What follows belongs to an exercise in optimizing a design on an open flow for small area and a short achievable clock period; a production flow would make more cautious choices. The clock port is modelled as an ideal driver; clocking choices that lean on that would not hold on a real chip. Power and IR drop assume default switching activity.

Setup of job 9264:
==> module axis_aoi222, before the edit <==
module axis_aoi222 #(parameter WIDTH = 44)(
    input logic [WIDTH - 1:0] a1, a2, b1, b2, c1, c2,
    output logic [WIDTH - 1:0] y
);
    assign y = ~((a1 & a2) | (b1 & b2) | (c1 & c2));
endmodule
==> module axis_nand2, before the edit <==
module axis_nand2 #(parameter WIDTH = 44)(
    input logic [WIDTH - 1:0] a, b,
    output logic [WIDTH - 1:0] y
);
    assign y = ~(a & b);
endmodule
==> module axis_nand4, before the edit <==
module axis_nand4 #(parameter WIDTH = 44)(
    input logic [WIDTH - 1:0] a, b, c, d,
    output logic [WIDTH - 1:0] y
);
    assign y = ~(a & b & c & d);
endmodule
==> module axis_master, before the edit <==
module axis_master(
    input logic bk_start,
    input logic [31:0] bk_data,
    input logic [3:0] bk_tstrb,
    input logic [3:0] bk_tkeep,
    input logic [1:0] bk_tid,
    input logic [1:0] bk_user,
    output logic bk_nordy,
    output logic bk_done,
    input axi_aclk,
    input axi_aresetn,
    output logic axis_tvalid,
    output logic [31:0] axis_tdata,
    output logic [3:0] axis_tstrb,
    output logic [3:0] axis_tkeep,
    output logic axis_tlast,
    output logic [1:0] axis_tid,
    output logic [1:0] axis_tuser,
    input axis_tready
);
    localparam DEPTH = 8, WIDTH = 44;
    logic [WIDTH - 1:0] fifo [DEPTH - 1:0];
    logic [WIDTH - 1:0] din, o_q, o_n;
    logic [7:0] d_q, d_n, w_q, w_n, cnt_q, cnt_n, nx_q, nx_n;
    logic s_q, v_q, l_q, nordy_q, v_n;
    logic full_q, full_n, wr, rd, byp, hold, show;
    assign din = {bk_data, bk_tstrb, bk_tkeep, bk_tid, bk_user};
    assign wr   = bk_start & ~full_q;
    assign rd   = s_q & v_q & axis_tready;
    logic [7:0] d_inc, d_dec, w_inc;
    logic d_is0, d_is1, d_is2, d_is255, w_is0, w_is1, w_is255;
    logic gt1_inc, gt1_dec, gt1_same, v_inc, v_dec, v_same0, v_same1, v_clr;
    logic [7:0] nx_rot;
    logic [2:0] dl;
    assign d_inc = d_q + 8'd1;
    assign d_dec = d_q - 8'd1;
    assign w_inc = w_q + 8'd1;
    assign d_is0   = (d_q == 8'd0);
    assign d_is1   = (d_q == 8'd1);
    assign d_is2   = (d_q == 8'd2);
    assign d_is255 = (d_q == 8'd255);
    assign w_is0   = (w_q == 8'd0);
    assign w_is1   = (w_q == 8'd1);
    assign w_is255 = (w_q == 8'd255);
    assign gt1_same = ~d_is0 & ~d_is1;
    assign gt1_inc  = ~d_is0 & ~d_is255;
    assign gt1_dec  = ~d_is1 & ~d_is2;
    assign v_inc    = gt1_inc | (d_is0 & w_is0 & ~v_q);    
    assign v_dec    = gt1_dec;                             
    assign v_same0  = gt1_same | (d_is1 & w_is1 & ~v_q);   
    assign v_same1  = gt1_same;                            
    assign v_clr    = ~w_is255;                            
    always_comb begin
        if (l_q) begin
            w_n = wr ? w_inc : 8'd0;
            d_n = wr ? w_inc : 8'd0;
            v_n = wr & v_clr;
        end
        else begin
            w_n = wr ? w_inc : w_q;
            case ({wr, rd})
                2'b10:   begin d_n = d_inc; v_n = v_inc;   end
                2'b01:   begin d_n = d_dec; v_n = v_dec;   end
                2'b11:   begin d_n = d_q;   v_n = v_same1; end
                default: begin d_n = d_q;   v_n = v_same0; end
            endcase
        end
    end
    assign nx_rot = {nx_q[6:0], nx_q[7]};
    always_comb begin
        if (~v_q)      nx_n = 8'b0000_0001;
        else if (~s_q) nx_n = 8'b0000_0010;
        else if (rd)   nx_n = nx_rot;
        else           nx_n = nx_q;
    end
    always_comb begin
        if (l_q)
            full_n = wr & (w_q == 8'd7);
        else
            case ({wr, rd})
                2'b10:   full_n = (d_q == 8'd7);
                2'b01:   full_n = (d_q == 8'd9);
                default: full_n = full_q;
            endcase
    end
    assign cnt_n = (s_q & ~axis_tready) ? cnt_q + 8'd1 : 8'd0;
    logic en_b, en_h, en_m;
    logic [DEPTH - 1:0] sel;
    assign dl   = d_q[2:0];
    assign byp  = wr & (rd ? (dl == 3'd1) : (dl == 3'd0));
    assign hold = s_q & ~axis_tready;
    assign show = v_q & ~(d_is255 & wr & ~rd);
    assign en_b = show & byp;
    assign en_h = show & ~byp & hold;
    assign en_m = show & ~byp & ~hold;
    assign sel  = nx_q & {DEPTH{en_m}};
    logic [WIDTH - 1:0] grp0, grp1, grp2, grp3;
    axis_aoi222 #(.WIDTH(WIDTH)) payload_g0(
        .a1({WIDTH{sel[0]}}), .a2(fifo[0]),
        .b1({WIDTH{sel[1]}}), .b2(fifo[1]),
        .c1({WIDTH{sel[2]}}), .c2(fifo[2]),
        .y(grp0));
    axis_aoi222 #(.WIDTH(WIDTH)) payload_g1(
        .a1({WIDTH{sel[3]}}), .a2(fifo[3]),
        .b1({WIDTH{sel[4]}}), .b2(fifo[4]),
        .c1({WIDTH{sel[5]}}), .c2(fifo[5]),
        .y(grp1));
    axis_aoi222 #(.WIDTH(WIDTH)) payload_g2(
        .a1({WIDTH{sel[6]}}), .a2(fifo[6]),
        .b1({WIDTH{sel[7]}}), .b2(fifo[7]),
        .c1({WIDTH{en_h}}),   .c2(o_q),
        .y(grp2));
    axis_nand2 #(.WIDTH(WIDTH)) payload_g3(
        .a({WIDTH{en_b}}), .b(din),
        .y(grp3));
    axis_nand4 #(.WIDTH(WIDTH)) payload_or(
        .a(grp0), .b(grp1), .c(grp2), .d(grp3),
        .y(o_n));
    always_ff @(posedge axi_aclk) begin
        if (wr) fifo[w_q[2:0]] <= din;
    end
    always_ff @(posedge axi_aclk or negedge axi_aresetn) begin
        if (~axi_aresetn) begin
            d_q     <= 8'd0;
            full_q  <= 1'b0;
            w_q     <= 8'd0;
            cnt_q   <= 8'd0;
            nx_q    <= 8'b0000_0001;
            s_q     <= 1'b0;
            v_q     <= 1'b0;
            l_q     <= 1'b0;
            nordy_q <= 1'b0;
            o_q     <= '0;
        end
        else begin
            d_q     <= d_n;
            full_q  <= full_n;
            w_q     <= w_n;
            cnt_q   <= cnt_n;
            nx_q    <= nx_n;
            s_q     <= v_q;
            v_q     <= v_n;
            l_q     <= v_q & ~v_n;
            nordy_q <= s_q & ~axis_tready & (cnt_q >= 8'd4) & (cnt_q != 8'd255);
            o_q     <= o_n;
        end
    end
    axis_out_flag tvalid_flag(.clk(axi_aclk), .rst_n(axi_aresetn), .d(v_q), .q(axis_tvalid));
    axis_out_flag tlast_flag(.clk(axi_aclk), .rst_n(axi_aresetn), .d(v_q & ~v_n), .q(axis_tlast));
    axis_out_flag done_flag(.clk(axi_aclk), .rst_n(axi_aresetn), .d(v_q & ~v_n), .q(bk_done));
    assign bk_nordy    = nordy_q;
    assign {axis_tdata, axis_tstrb, axis_tkeep, axis_tid, axis_tuser} = o_q;
endmodule
==> flow/config.mk <==
export PLATFORM = sky130hd
export DESIGN_NAME = axis_master
export DESIGN_NICKNAME = axis_master
export VERILOG_FILES = /design/flow/design.v
export SDC_FILE = /design/flow/constraint.sdc
export NUM_CORES = 4
export LEC_CHECK = 0
export CAP_MARGIN = 20
export CORE_MARGIN = 2
export CORE_UTILIZATION = 40
export CTS_CLUSTER_DIAMETER = 120
export CTS_CLUSTER_SIZE = 25
export SETUP_SLACK_MARGIN = 3.0
export SLEW_MARGIN = 20
export SYNTH_HIERARCHICAL = 1
==> flow/constraint.sdc <==
create_clock -name core_clock -period 5.0 [get_ports {axi_aclk}]
set_input_delay 1.0000 -clock core_clock [delete_from_list [all_inputs] [get_ports {axi_aclk}]]
set_output_delay 1.0000 -clock core_clock [all_outputs]
set_load 0.01 [all_outputs]
standard.sh (not shown) runs the stock make flow with config.mk's settings and CLKGATE_MAP_FILE= SYNTH_SCRIPT=/design/flow/synth_recipe.tcl, a recipe that flattens the netlist after the stock synthesis.
==> flow/flow/run.sh <==
#!/bin/bash
# Standard ORFS layout, with one change to the clock tree: after CTS the root
# buffer between the clock port and the first level of clock buffers is
# removed, so the port drives those (two) buffers directly and every
# register's clock passes through two buffers instead of three. Each tool's
# output goes to a log file in this folder.
set -euo pipefail
R=orfs/results/sky130hd/axis_master/base
OPENROAD=$(command -v openroad || echo "$FLOW_HOME/../tools/install/OpenROAD/bin/openroad")
bash standard.sh cts > make_to_cts.log 2>&1
IN_ODB=$R/4_cts.odb OUT_ODB=$R/4_cts.odb "$OPENROAD" -no_init -exit flow/clkroot.tcl > clkroot.log 2>&1
bash standard.sh finish > make_finish.log 2>&1
==> flow/flow/clkroot.tcl <==
# Drive the first level of clock buffers straight from the clock port:
# remove the single root buffer CTS puts between the port and them, so the
# clock reaches every register through two buffers instead of three.
# Usage: openroad -exit clkroot.tcl with IN_ODB, OUT_ODB set.
read_db $::env(IN_ODB)
set block [ord::get_db_block]
set port_net [$block findNet axi_aclk]
set roots {}
foreach it [$port_net getITerms] {
  lappend roots [$it getInst]
}
if {[llength $roots] != 1} {
  puts "clkroot: port drives [llength $roots] cells, leaving the tree as it is"
} else {
  set root [lindex $roots 0]
  set rnet [[$root findITerm X] getNet]
  set loads {}
  foreach it [$rnet getITerms] {
    if {[$it isInputSignal]} { lappend loads $it }
  }
  if {[llength $loads] > 4} {
    puts "clkroot: root drives [llength $loads] pins, leaving the tree as it is"
  } else {
    foreach it $loads {
      $it disconnect
      $it connect $port_net
    }
    [$root findITerm A] disconnect
    [$root findITerm X] disconnect
    odb::dbInst_destroy $root
    odb::dbNet_destroy $rnet
    puts "clkroot: removed [$root getName]; port now drives [llength $loads] buffers"
  }
}
write_db $::env(OUT_ODB)
Relative to job 9264, the following input files were edited for job 1734:
-- flow/design.v --
<<< job 9264, line 1
module axis_aoi222 #(parameter WIDTH = 44)(
    input logic [WIDTH - 1:0] a1, a2, b1, b2, c1, c2,
    output logic [WIDTH - 1:0] y
);
    assign y = ~((a1 & a2) | (b1 & b2) | (c1 & c2));
endmodule
module axis_nand2 #(parameter WIDTH = 44)(
    input logic [WIDTH - 1:0] a, b,
    output logic [WIDTH - 1:0] y
);
    assign y = ~(a & b);
endmodule
module axis_nand4 #(parameter WIDTH = 44)(
    input logic [WIDTH - 1:0] a, b, c, d,
    output logic [WIDTH - 1:0] y
);
    assign y = ~(a & b & c & d);
endmodule
module axis_out_flag(
    input logic clk,
>>> job 1734, line 1
module axis_out_flag(
    input logic clk,
<<< job 9264, line 124
    assign en_m = show & ~byp & ~hold;
    assign sel  = nx_q & {DEPTH{en_m}};
    logic [WIDTH - 1:0] grp0, grp1, grp2, grp3;
    axis_aoi222 #(.WIDTH(WIDTH)) payload_g0(
        .a1({WIDTH{sel[0]}}), .a2(fifo[0]),
        .b1({WIDTH{sel[1]}}), .b2(fifo[1]),
        .c1({WIDTH{sel[2]}}), .c2(fifo[2]),
        .y(grp0));
    axis_aoi222 #(.WIDTH(WIDTH)) payload_g1(
        .a1({WIDTH{sel[3]}}), .a2(fifo[3]),
        .b1({WIDTH{sel[4]}}), .b2(fifo[4]),
        .c1({WIDTH{sel[5]}}), .c2(fifo[5]),
        .y(grp1));
    axis_aoi222 #(.WIDTH(WIDTH)) payload_g2(
        .a1({WIDTH{sel[6]}}), .a2(fifo[6]),
        .b1({WIDTH{sel[7]}}), .b2(fifo[7]),
        .c1({WIDTH{en_h}}),   .c2(o_q),
        .y(grp2));
    axis_nand2 #(.WIDTH(WIDTH)) payload_g3(
        .a({WIDTH{en_b}}), .b(din),
        .y(grp3));
    axis_nand4 #(.WIDTH(WIDTH)) payload_or(
        .a(grp0), .b(grp1), .c(grp2), .d(grp3),
        .y(o_n));
    always_ff @(posedge axi_aclk) begin
        if (wr) fifo[w_q[2:0]] <= din;
>>> job 1734, line 106
    assign en_m = show & ~byp & ~hold;
    assign sel  = nx_q & {DEPTH{en_m}};
    always_comb begin
        o_n = (din & {WIDTH{en_b}}) | (o_q & {WIDTH{en_h}});
        for (int i = 0; i < DEPTH; i++)
            o_n = o_n | (fifo[i] & {WIDTH{sel[i]}});
    end
    always_ff @(posedge axi_aclk) begin
        if (wr) fifo[w_q[2:0]] <= din;
[summary]
Min fraction of the mapped netlist area in compound gates across job 9264 and job 1734: job 9264. Fmax in job 1734 vs job 9264: up about 20%. On number of non-clock inverters, the higher figure sits with job 9264, not job 1734. From job 9264 to job 1734, number of max-cap violations did not move at all. Changes observed in job 1734 relative to job 9264: highest net fanout along the worst path now smaller; number of buffer and inverter stages on the critical path shows an increase of 2; die extent in y increased by 5.5 µm relative to the old numbers; count of multi-input gates climbed 19%. The run showing the greater utilization after layout is job 9264. Compared to job 9264, job 1734 has worst path setup slack after routing 0.44 ns higher. Job 1734: sequential share of cell area 1.9 points below job 9264. Compared with job 9264, in job 1734 number of antenna violations at the first check in global routing has decreased, post-detailed-placement half-perimeter wirelength higher, worst hold slack has decreased.
Function was not checked in any run of this note: the RTL went through the layout flow alone.

The RTL this note starts from:
==> flow/design.v <==
module axis_aoi222 #(parameter WIDTH = 44)(
    input logic [WIDTH - 1:0] a1, a2, b1, b2, c1, c2,
    output logic [WIDTH - 1:0] y
);
    assign y = ~((a1 & a2) | (b1 & b2) | (c1 & c2));
endmodule
module axis_nand2 #(parameter WIDTH = 44)(
    input logic [WIDTH - 1:0] a, b,
    output logic [WIDTH - 1:0] y
);
    assign y = ~(a & b);
endmodule
module axis_nand4 #(parameter WIDTH = 44)(
    input logic [WIDTH - 1:0] a, b, c, d,
    output logic [WIDTH - 1:0] y
);
    assign y = ~(a & b & c & d);
endmodule
module axis_out_flag(
    input logic clk,
    input logic rst_n,
    input logic d,
    output logic q
);
    always_ff @(posedge clk or negedge rst_n) begin
        if (~rst_n) q <= 1'b0;
        else        q <= d;
    end
endmodule
module axis_master(
    input logic bk_start,
    input logic [31:0] bk_data,
    input logic [3:0] bk_tstrb,
    input logic [3:0] bk_tkeep,
    input logic [1:0] bk_tid,
    input logic [1:0] bk_user,
    output logic bk_nordy,
    output logic bk_done,
    input axi_aclk,
    input axi_aresetn,
    output logic axis_tvalid,
    output logic [31:0] axis_tdata,
    output logic [3:0] axis_tstrb,
    output logic [3:0] axis_tkeep,
    output logic axis_tlast,
    output logic [1:0] axis_tid,
    output logic [1:0] axis_tuser,
    input axis_tready
);
    localparam DEPTH = 8, WIDTH = 44;
    logic [WIDTH - 1:0] fifo [DEPTH - 1:0];
    logic [WIDTH - 1:0] din, o_q, o_n;
    logic [7:0] d_q, d_n, w_q, w_n, cnt_q, cnt_n, nx_q, nx_n;
    logic s_q, v_q, l_q, nordy_q, v_n;
    logic full, wr, rd, byp, hold, show;
    assign din = {bk_data, bk_tstrb, bk_tkeep, bk_tid, bk_user};
    assign full = (d_q == 8'd8);
    assign wr   = bk_start & ~full;
    assign rd   = s_q & v_q & axis_tready;
    logic [7:0] d_inc, d_dec, w_inc;
    logic d_is0, d_is1, d_is2, d_is255, w_is0, w_is1, w_is255;
    logic gt1_inc, gt1_dec, gt1_same, v_inc, v_dec, v_same0, v_same1, v_clr;
    logic [7:0] nx_rot;
    logic [2:0] dl;
    assign d_inc = d_q + 8'd1;
    assign d_dec = d_q - 8'd1;
    assign w_inc = w_q + 8'd1;
    assign d_is0   = (d_q == 8'd0);
    assign d_is1   = (d_q == 8'd1);
    assign d_is2   = (d_q == 8'd2);
    assign d_is255 = (d_q == 8'd255);
    assign w_is0   = (w_q == 8'd0);
    assign w_is1   = (w_q == 8'd1);
    assign w_is255 = (w_q == 8'd255);
    assign gt1_same = ~d_is0 & ~d_is1;
    assign gt1_inc  = ~d_is0 & ~d_is255;
    assign gt1_dec  = ~d_is1 & ~d_is2;
    assign v_inc    = gt1_inc | (d_is0 & w_is0 & ~v_q);    
    assign v_dec    = gt1_dec;                             
    assign v_same0  = gt1_same | (d_is1 & w_is1 & ~v_q);   
    assign v_same1  = gt1_same;                            
    assign v_clr    = ~w_is255;                            
    always_comb begin
        if (l_q) begin
            w_n = wr ? w_inc : 8'd0;
            d_n = wr ? w_inc : 8'd0;
            v_n = wr & v_clr;
        end
        else begin
            w_n = wr ? w_inc : w_q;
            case ({wr, rd})
                2'b10:   begin d_n = d_inc; v_n = v_inc;   end
                2'b01:   begin d_n = d_dec; v_n = v_dec;   end
                2'b11:   begin d_n = d_q;   v_n = v_same1; end
                default: begin d_n = d_q;   v_n = v_same0; end
            endcase
        end
    end
    assign nx_rot = {nx_q[6:0], nx_q[7]};
    always_comb begin
        if (~v_q)      nx_n = 8'b0000_0001;
        else if (~s_q) nx_n = 8'b0000_0010;
        else if (rd)   nx_n = nx_rot;
        else           nx_n = nx_q;
    end
    assign cnt_n = (s_q & ~axis_tready) ? cnt_q + 8'd1 : 8'd0;
    logic en_b, en_h, en_m;
    logic [DEPTH - 1:0] sel;
    assign dl   = d_q[2:0];
    assign byp  = wr & (rd ? (dl == 3'd1) : (dl == 3'd0));
    assign hold = s_q & ~axis_tready;
    assign show = v_q & ~(d_is255 & wr & ~rd);
    assign en_b = show & byp;
    assign en_h = show & ~byp & hold;
    assign en_m = show & ~byp & ~hold;
    assign sel  = nx_q & {DEPTH{en_m}};
    logic [WIDTH - 1:0] grp0, grp1, grp2, grp3;
    axis_aoi222 #(.WIDTH(WIDTH)) payload_g0(
        .a1({WIDTH{sel[0]}}), .a2(fifo[0]),
        .b1({WIDTH{sel[1]}}), .b2(fifo[1]),
        .c1({WIDTH{sel[2]}}), .c2(fifo[2]),
        .y(grp0));
    axis_aoi222 #(.WIDTH(WIDTH)) payload_g1(
        .a1({WIDTH{sel[3]}}), .a2(fifo[3]),
        .b1({WIDTH{sel[4]}}), .b2(fifo[4]),
        .c1({WIDTH{sel[5]}}), .c2(fifo[5]),
        .y(grp1));
    axis_aoi222 #(.WIDTH(WIDTH)) payload_g2(
        .a1({WIDTH{sel[6]}}), .a2(fifo[6]),
        .b1({WIDTH{sel[7]}}), .b2(fifo[7]),
        .c1({WIDTH{en_h}}),   .c2(o_q),
        .y(grp2));
    axis_nand2 #(.WIDTH(WIDTH)) payload_g3(
        .a({WIDTH{en_b}}), .b(din),
        .y(grp3));
    axis_nand4 #(.WIDTH(WIDTH)) payload_or(
        .a(grp0), .b(grp1), .c(grp2), .d(grp3),
        .y(o_n));
    always_ff @(posedge axi_aclk) begin
        if (wr) fifo[w_q[2:0]] <= din;
    end
    always_ff @(posedge axi_aclk or negedge axi_aresetn) begin
        if (~axi_aresetn) begin
            d_q     <= 8'd0;
            w_q     <= 8'd0;
            cnt_q   <= 8'd0;
            nx_q    <= 8'b0000_0001;
            s_q     <= 1'b0;
            v_q     <= 1'b0;
            l_q     <= 1'b0;
            nordy_q <= 1'b0;
            o_q     <= '0;
        end
        else begin
            d_q     <= d_n;
            w_q     <= w_n;
            cnt_q   <= cnt_n;
            nx_q    <= nx_n;
            s_q     <= v_q;
            v_q     <= v_n;
            l_q     <= v_q & ~v_n;
            nordy_q <= s_q & ~axis_tready & (cnt_q >= 8'd4) & (cnt_q != 8'd255);
            o_q     <= o_n;
        end
    end
    axis_out_flag tvalid_flag(.clk(axi_aclk), .rst_n(axi_aresetn), .d(v_q), .q(axis_tvalid));
    axis_out_flag tlast_flag(.clk(axi_aclk), .rst_n(axi_aresetn), .d(v_q & ~v_n), .q(axis_tlast));
    axis_out_flag done_flag(.clk(axi_aclk), .rst_n(axi_aresetn), .d(v_q & ~v_n), .q(bk_done));
    assign bk_nordy    = nordy_q;
    assign {axis_tdata, axis_tstrb, axis_tkeep, axis_tid, axis_tuser} = o_q;
endmodule
clock: 5.0 ns
lec_check: 0
cap_margin: 20
core_margin: 2
core_utilization: 40
cts_cluster_diameter: 120
cts_cluster_size: 25
setup_slack_margin: 3.0
slew_margin: 20
synth_hierarchical: 1
Scripts as last shown in full above: flow/flow/run.sh, flow/flow/clkroot.tcl
Next try:
--- a/flow/design.v
+++ b/flow/design.v
@@ -1,22 +1,4 @@
-module axis_aoi222 #(parameter WIDTH = 44)(
-    input logic [WIDTH - 1:0] a1, a2, b1, b2, c1, c2,
-    output logic [WIDTH - 1:0] y
-);
-    assign y = ~((a1 & a2) | (b1 & b2) | (c1 & c2));
-endmodule
-module axis_nand2 #(parameter WIDTH = 44)(
-    input logic [WIDTH - 1:0] a, b,
-    output logic [WIDTH - 1:0] y
-);
-    assign y = ~(a & b);
-endmodule
-module axis_nand4 #(parameter WIDTH = 44)(
-    input logic [WIDTH - 1:0] a, b, c, d,
-    output logic [WIDTH - 1:0] y
-);
-    assign y = ~(a & b & c & d);
-endmodule
 module axis_out_flag(
     input logic clk,
     input logic rst_n,
     input logic d,
@@ -113,30 +95,13 @@
     assign en_b = show & byp;
     assign en_h = show & ~byp & hold;
     assign en_m = show & ~byp & ~hold;
     assign sel  = nx_q & {DEPTH{en_m}};
-    logic [WIDTH - 1:0] grp0, grp1, grp2, grp3;
-    axis_aoi222 #(.WIDTH(WIDTH)) payload_g0(
-        .a1({WIDTH{sel[0]}}), .a2(fifo[0]),
-        .b1({WIDTH{sel[1]}}), .b2(fifo[1]),
-        .c1({WIDTH{sel[2]}}), .c2(fifo[2]),
-        .y(grp0));
-    axis_aoi222 #(.WIDTH(WIDTH)) payload_g1(
-        .a1({WIDTH{sel[3]}}), .a2(fifo[3]),
-        .b1({WIDTH{sel[4]}}), .b2(fifo[4]),
-        .c1({WIDTH{sel[5]}}), .c2(fifo[5]),
-        .y(grp1));
-    axis_aoi222 #(.WIDTH(WIDTH)) payload_g2(
-        .a1({WIDTH{sel[6]}}), .a2(fifo[6]),
-        .b1({WIDTH{sel[7]}}), .b2(fifo[7]),
-        .c1({WIDTH{en_h}}),   .c2(o_q),
-        .y(grp2));
-    axis_nand2 #(.WIDTH(WIDTH)) payload_g3(
-        .a({WIDTH{en_b}}), .b(din),
-        .y(grp3));
-    axis_nand4 #(.WIDTH(WIDTH)) payload_or(
-        .a(grp0), .b(grp1), .c(grp2), .d(grp3),
-        .y(o_n));
+    always_comb begin
+        o_n = (din & {WIDTH{en_b}}) | (o_q & {WIDTH{en_h}});
+        for (int i = 0; i < DEPTH; i++)
+            o_n = o_n | (fifo[i] & {WIDTH{sel[i]}});
+    end
     always_ff @(posedge axi_aclk) begin
         if (wr) fifo[w_q[2:0]] <= din;
     end
     always_ff @(posedge axi_aclk or negedge axi_aresetn) begin
Outcome: Register-to-register slack improved by 0.63 ns; hold slack is better by 0.016 ns; global-route usage falls by 1.1 points; power goes down by 0.65%; final area went down by about 4%.
Function was not checked in any run of this note: the RTL went through the layout flow alone.

-- re-timing with driven ports --
In the flow no input, the clock included, has a driving cell. The finished layouts below were timed again as built, in two steps.
Step 1: set_driving_cell puts a clkbuf_16 on axi_aclk and a buf_2 on each other input, an assumption about the parent block.
Step 2 also shifts input and output timing later by t, the mid clock arrival at the registers, as if the neighbouring blocks saw the same clock.
Slacks: ideal ports / drivers / drivers and shift; pairs: ideal ports / drivers.
run | shift t [ns] | setup WS [ns] | worst setup path at the end | worst register clock-pin slew, ns
job 9264 | 0.466 | 2.340 / 2.372 / 1.906 | input to register | 0.11 / 0.11
job 1734 | 0.469 | 2.779 / 2.814 / 2.345 | input to register | 0.10 / 0.10
the first run of note 2 | 0.478 | 2.080 / 2.122 / 1.645 | input to register | 0.10 / 0.10
the second run of note 2 | 0.480 | 2.780 / 2.780 / 2.346 | input to register | 0.10 / 0.10
After both steps setup and hold are still met in every run listed. For the first run of note 2, which loses most, drivers alone change the setup slack by +0.042 ns; drivers and shift together by -0.435 ns.
